Context: an optimization exercise on an open-source flow, tuned for small area and a short achievable clock period. The choices shown serve that exercise and are no tape-out recipe. At most, simulation tests tie the RTL to the original design; equivalence was not proved.

==> flow/design.v (excerpt) <==
module fir_gen (
  input clk, input reset, input Load_x,
  input signed [8:0] x_in, input signed [8:0] c_in,
  output signed [10:0] y_out);
  reg [8:0] c [0:14];
  reg [8:0] x;
  reg [18:0] s14, k14;
  reg [18:0] s13, k13;
  reg [18:0] s12, k12;
  reg [18:0] s11, k11;
  reg [18:0] s10, k10;
  reg [18:0] s9, k9;
  reg [18:0] s8, k8;
  reg [18:0] s7, k7;
  reg [18:0] s6, k6;
  reg [18:0] s5, k5;
  reg [18:0] s4, k4;
  reg [18:0] s3, k3;
  reg [18:0] s2, k2;
  reg [18:0] s1, k1;
  reg [18:0] q0;
  reg [18:0] q1;
  reg [18:0] q2;
  reg [10:0] y;
  assign y_out = y;
  integer k;
  always @(posedge clk or posedge reset)
    if (reset) begin
      for (k = 0; k < 15; k = k + 1) c[k] <= 9'd0;
    end else if (!Load_x) begin
      c[14] <= c_in;
      for (k = 0; k < 14; k = k + 1) c[k] <= c[k+1];
    end
  wire b14_o1 = c[14][0] ^ 1'b0;
  wire b14_w2 = c[14][1] & ~c[14][0];
  wire b14_p3 = ((b14_o1 & x[0])) ^ c[14][1];
  wire b14_p4 = ((b14_o1 & x[1]) | (b14_w2 & x[0])) ^ c[14][1];
  wire b14_p5 = ((b14_o1 & x[2]) | (b14_w2 & x[1])) ^ c[14][1];
  wire b14_p6 = ((b14_o1 & x[3]) | (b14_w2 & x[2])) ^ c[14][1];
  wire b14_p7 = ((b14_o1 & x[4]) | (b14_w2 & x[3])) ^ c[14][1];
  ...
Settings: LEC_CHECK=0, ABC_CLOCK_PERIOD_IN_PS=2800, CAP_MARGIN=20, CORE_MARGIN=2, CORE_UTILIZATION=55, SETUP_SLACK_MARGIN=3.2, SLEW_MARGIN=20; clock period 6.0 ns.
run.sh (not shown) runs the stock make flow with config.mk's settings and CLKGATE_MAP_FILE= SYNTH_SCRIPT=/design/flow/synth_recipe.tcl, a recipe that flattens the netlist after the stock synthesis.
The starting point completed with no timing, DRC or antenna violations.
Then changed:
Settings changed: ABC_CLOCK_PERIOD_IN_PS 2800 to not set, CORE_UTILIZATION 55 to 40, SETUP_SLACK_MARGIN 3.2 to not set.
Effect: Critical path depth grows by 1. Routed wire length shrinks by 29%. Utilization shrinks by 30 points.
No run of this note included a check of the RTL's function; only the layout flow was run.

* * *

fir_gen, a different RTL version from the one above (not shown whole).
For scale: roughly 32 I/O pins, roughly 47000 µm² of cells after synthesis.
Design fir_gen, start of the top module:
module fir_gen (
  input clk, input reset, input Load_x,
  input signed [8:0] x_in, input signed [8:0] c_in,
  output signed [10:0] y_out);
  reg [11:0] cm [0:14];   
  reg [2:0] cs [0:14];    
  reg [8:0] x;
  reg [10:0] x3;
  wire [10:0] x3_in = {x_in[8], x_in[8], x_in} + {x_in[8], x_in, 1'b0};
  reg [8:0] xn;     
  reg [10:0] x3n;   
  reg [18:0] a14_0;
  reg [18:0] a14_1;
  reg [18:0] a13_0;
  reg [18:0] a13_1;
  reg [18:0] a12_0;
  reg [18:0] a12_1;
  reg [18:0] a11_0;
  reg [18:0] a11_1;
  reg [18:0] a10_0;
  reg [18:0] a10_1;
  reg [18:0] a9_0;
  reg [18:0] a9_1;
  reg [18:0] a8_0;
  reg [18:0] a8_1;
  reg [18:0] a7_0;
  reg [18:0] a7_1;
  reg [18:0] a6_0;
  reg [18:0] a6_1;
  reg [18:0] a5_0;
  reg [18:0] a5_1;
  reg [18:0] a4_0;
  reg [18:0] a4_1;
  reg [18:0] a3_0;
  reg [18:0] a3_1;
  reg [18:0] a2_0;
  reg [18:0] a2_1;
  reg [18:0] a1_0;
  reg [18:0] a1_1;
  reg [18:0] q0;
  reg [18:0] q1;
  wire [9:0] cx = {c_in, 1'b0};
  wire [11:0] cin_m;
  wire [2:0] cin_s;
  genvar j;
  generate for (j = 0; j < 3; j = j + 1) begin : rec
    wire p = cx[3*j+2] ^ cx[3*j+3];
    wire q = cx[3*j+1] ^ cx[3*j+3];
    wire r = cx[3*j] ^ cx[3*j+3];
    assign cin_m[4*j]   = ~p & (q ^ r);
    assign cin_m[4*j+1] = (~p & q & r) | (p & ~q & ~r);
    assign cin_m[4*j+2] = p & (q ^ r);
    assign cin_m[4*j+3] = p & q & r;
    assign cin_s[j] = cx[3*j+3];
  end endgenerate
  reg [14:0] c0r;
  wire [9:0] c0_raw;
  wire [14:0] c0_r4;
  generate for (j = 0; j < 3; j = j + 1) begin : raw0
    wire [2:0] mag = {cm[0][4*j+3], cm[0][4*j+1] | cm[0][4*j+2], cm[0][4*j] | cm[0][4*j+2]};
  ...
clock: 6.0 ns
lec_check: 0
cap_margin: 20
core_margin: 2
core_utilization: 68
setup_slack_margin: 3.3
slew_margin: 20
synth_hierarchical: 1
synth_minimum_keep_size: 0
tns_end_percent: 5
The baseline produced a clean layout.
Edit:
- SETUP_SLACK_MARGIN: 3.3 -> 3.45
Effect: Setup slack degrades by 0.038 ns. Die area is unchanged. Global-route usage rises by 2.3 points. Critical path depth falls by 3. Utilization rises by 2.5 points. Design area rises by 3.2%. Wire length rises by 8.1%. Clock-buffer cell count stays the same. Fmax falls by 1.3%.

* * *

Starting RTL as in the previous note.
==> flow/config.mk <==
export PLATFORM = sky130hd
export DESIGN_NAME = fir_gen
export DESIGN_NICKNAME = fir_gen
export VERILOG_FILES = /design/flow/design.v
export SDC_FILE = /design/flow/constraint.sdc
export NUM_CORES = 4
export LEC_CHECK = 0
export CAP_MARGIN = 20
export CORE_MARGIN = 2
export CORE_UTILIZATION = 68
export SETUP_SLACK_MARGIN = 3.2
export SLEW_MARGIN = 20
export SYNTH_HIERARCHICAL = 1
export SYNTH_MINIMUM_KEEP_SIZE = 0
==> flow/constraint.sdc <==
create_clock -name core_clock -period 6.0 [get_ports {clk}]
set_input_delay 1.2000 -clock core_clock [delete_from_list [all_inputs] [get_ports {clk}]]
set_output_delay 1.2000 -clock core_clock [all_outputs]
set_load 0.01 [all_outputs]
Rerun with:
--- a/flow/config.mk
+++ b/flow/config.mk
@@ -10,0 +11 @@
+export CTS_BUF_LIST = sky130_fd_sc_hd__clkbuf_8
After rerunning: Design area is lower by 0.68%; register-to-register slack improves by 0.03 ns; routed wire length barely changes.
Rerun with:
--- a/flow/config.mk
+++ b/flow/config.mk
@@ -11,2 +11 @@
-export CTS_BUF_LIST = sky130_fd_sc_hd__clkbuf_8
-export SETUP_SLACK_MARGIN = 3.2
+export SETUP_SLACK_MARGIN = 3.4
The changed run went through all stages and came out clean.
Clock skew shrinks by 0.021 ns.
Design area grows by roughly a tenth.
Area after synthesis stays the same.
Rerun with:
--- a/flow/config.mk
+++ b/flow/config.mk
@@ -11 +11 @@
-export SETUP_SLACK_MARGIN = 3.4
+export SETUP_SLACK_MARGIN = 3.2
@@ -14,0 +15 @@
+export TNS_END_PERCENT = 5
Design area goes down by roughly a tenth.
Critical path depth went down by 3.
Synthesized cell count is unchanged.
Die area stays the same.
Final cell count goes down by a little under a tenth.
Utilization fell by 11 points.

* * *

fir_gen, a different RTL version from the one above (not shown whole).
Size: roughly 3900 cells after synthesis, about 750 flip-flops, about 32 I/O pins, about 0.046 sq mm of cells after synthesis.
Settings: LEC_CHECK=0, CAP_MARGIN=20, CORE_MARGIN=2, CORE_UTILIZATION=68, SETUP_SLACK_MARGIN=3.0, SLEW_MARGIN=20, SYNTH_HIERARCHICAL=1, SYNTH_MINIMUM_KEEP_SIZE=0; clock period 6.0 ns.
==> next run, changes <==
--- a/flow/config.mk
+++ b/flow/config.mk
@@ -8,6 +8,6 @@
 export CAP_MARGIN = 20
 export CORE_MARGIN = 2
-export CORE_UTILIZATION = 68
-export SETUP_SLACK_MARGIN = 3.0
+export CORE_UTILIZATION = 55
+export SETUP_SLACK_MARGIN = 2.9
 export SLEW_MARGIN = 20
 export SYNTH_HIERARCHICAL = 1
Effect:
- worst hold slack hardly moves
- count of clock-buffer cells in the layout went down by 3
- core utilization went down by 14 points
- routed wire length went up slightly
- clock skew went down by 0.0057 ns
- fmax went down by a few percent
- cell area is about the same
==> next run, changes <==
--- a/flow/config.mk
+++ b/flow/config.mk
@@ -9,5 +9,5 @@
 export CORE_MARGIN = 2
 export CORE_UTILIZATION = 55
-export SETUP_SLACK_MARGIN = 2.9
+export SETUP_SLACK_MARGIN = 3.2
 export SLEW_MARGIN = 20
 export SYNTH_HIERARCHICAL = 1
Effect: The new run finished clean. Global-route usage goes up by 0.99 points. Maximum frequency goes up by 3.2%. Worst hold slack improves by 0.0042 ns. Routed wire length goes up by 6.0%. Non-clock buffer count goes up by 70. First-iteration DRC count goes up by about 0.65%. Final cell count goes up by about 1.4%. Count of clock-buffer cells in the layout goes down by 8. Design area goes up by 5.1%.

* * *

middle:
Another version of the RTL of fir_gen (not shown whole).
Size: about 3900 cells after synthesis, ~760 flip-flops, about 32 I/O pins, ~47000 um^2 of cells after synthesis.
clock: 6.0 ns
lec_check: 0
cap_margin: 20
core_margin: 2
core_utilization: 68
setup_slack_margin: 3.0
slew_margin: 20
synth_hierarchical: 1
synth_minimum_keep_size: 0
Both conditions hold for middle: the flow ran to the end and the final layout passed the timing, DRC and antenna checks.
[inputs] west vs middle
Settings: changing CORE_UTILIZATION from 68 to 76.
Results
Comparing west and middle, the higher met2 track demand over resource was measured on west. west vs. middle: utilization went up; HPWL after detailed placement went up by about 1.4%; multi-input combinational cell count flat; time the worst path needs with I/O delays and setup higher. On hold slack, west and middle are basically level. Re clock-buffer cell count: west is 3.4% up on middle.

[separate check: timing with driven ports]
Ports are ideal in the flow. The routed layouts listed here were re-timed in OpenROAD. Step 1, drivers: a clkbuf_16 drives clk and a buf_2 each remaining input, both assumed. Step 2 adds t to the input delays and takes it off the output delays; t is the mean of the earliest and latest rising clock arrival at the registers after step 1. Input paths then give back, and output paths get back, about the clock's delay inside the block. a / b / c = no drivers / after step 1 / after step 2; a / b = the first two.
| run | t, ns | slack for setup (ns) | worst hold slack (ns) | clock arrival spread, ns | cell pins on the clock port's net |
|---|---|---|---|---|---|
| the first run of note 1 | 0.753 | 2.274 / 2.274 / 2.274 | 0.321 / 0.321 / 0.321 | 0.036 / 0.036 | 1 |
| the second run of note 1 | 0.764 | 1.383 / 1.383 / 1.383 | 0.319 / 0.319 / 0.319 | 0.032 / 0.032 | 1 |
| the first run of note 2 | 0.697 | 3.185 / 3.185 / 2.562 | 0.424 / 0.424 / 0.424 | 0.027 / 0.026 | 1 |
| the second run of note 2 | 0.703 | 3.147 / 3.147 / 2.565 | 0.425 / 0.425 / 0.425 | 0.031 / 0.032 | 1 |
| the first run of note 3 | 0.704 | 3.099 / 3.099 / 2.543 | 0.419 / 0.419 / 0.419 | 0.039 / 0.040 | 1 |
| the second run of note 3 | 0.837 | 3.128 / 3.128 / 2.430 | 0.419 / 0.419 / 0.419 | 0.059 / 0.060 | 1 |
| the third run of note 3 | 0.724 | 3.132 / 3.132 / 2.599 | 0.426 / 0.426 / 0.426 | 0.052 / 0.052 | 1 |
| the fourth run of note 3 | 0.697 | 2.997 / 2.997 / 2.508 | 0.424 / 0.424 / 0.424 | 0.028 / 0.028 | 1 |
| the first run of note 4 | 0.701 | 2.977 / 2.977 / 2.392 | 0.424 / 0.424 / 0.424 | 0.039 / 0.039 | 1 |
| the second run of note 4 | 0.705 | 2.893 / 2.893 / 2.274 | 0.425 / 0.425 / 0.425 | 0.038 / 0.038 | 1 |
| the third run of note 4 | 0.700 | 2.988 / 2.988 / 2.556 | 0.429 / 0.429 / 0.429 | 0.036 / 0.036 | 1 |
| middle | 0.688 | 2.989 / 2.989 / 2.426 | 0.426 / 0.426 / 0.426 | 0.035 / 0.035 | 1 |
| west | 0.699 | 2.959 / 2.959 / 2.437 | 0.427 / 0.427 / 0.427 | 0.027 / 0.027 | 1 |
After both steps setup and hold are still met in every run listed. The setup slack of the second run of note 3, which loses most, moves by 0.000 ns with the drivers and by -0.698 ns with both steps.
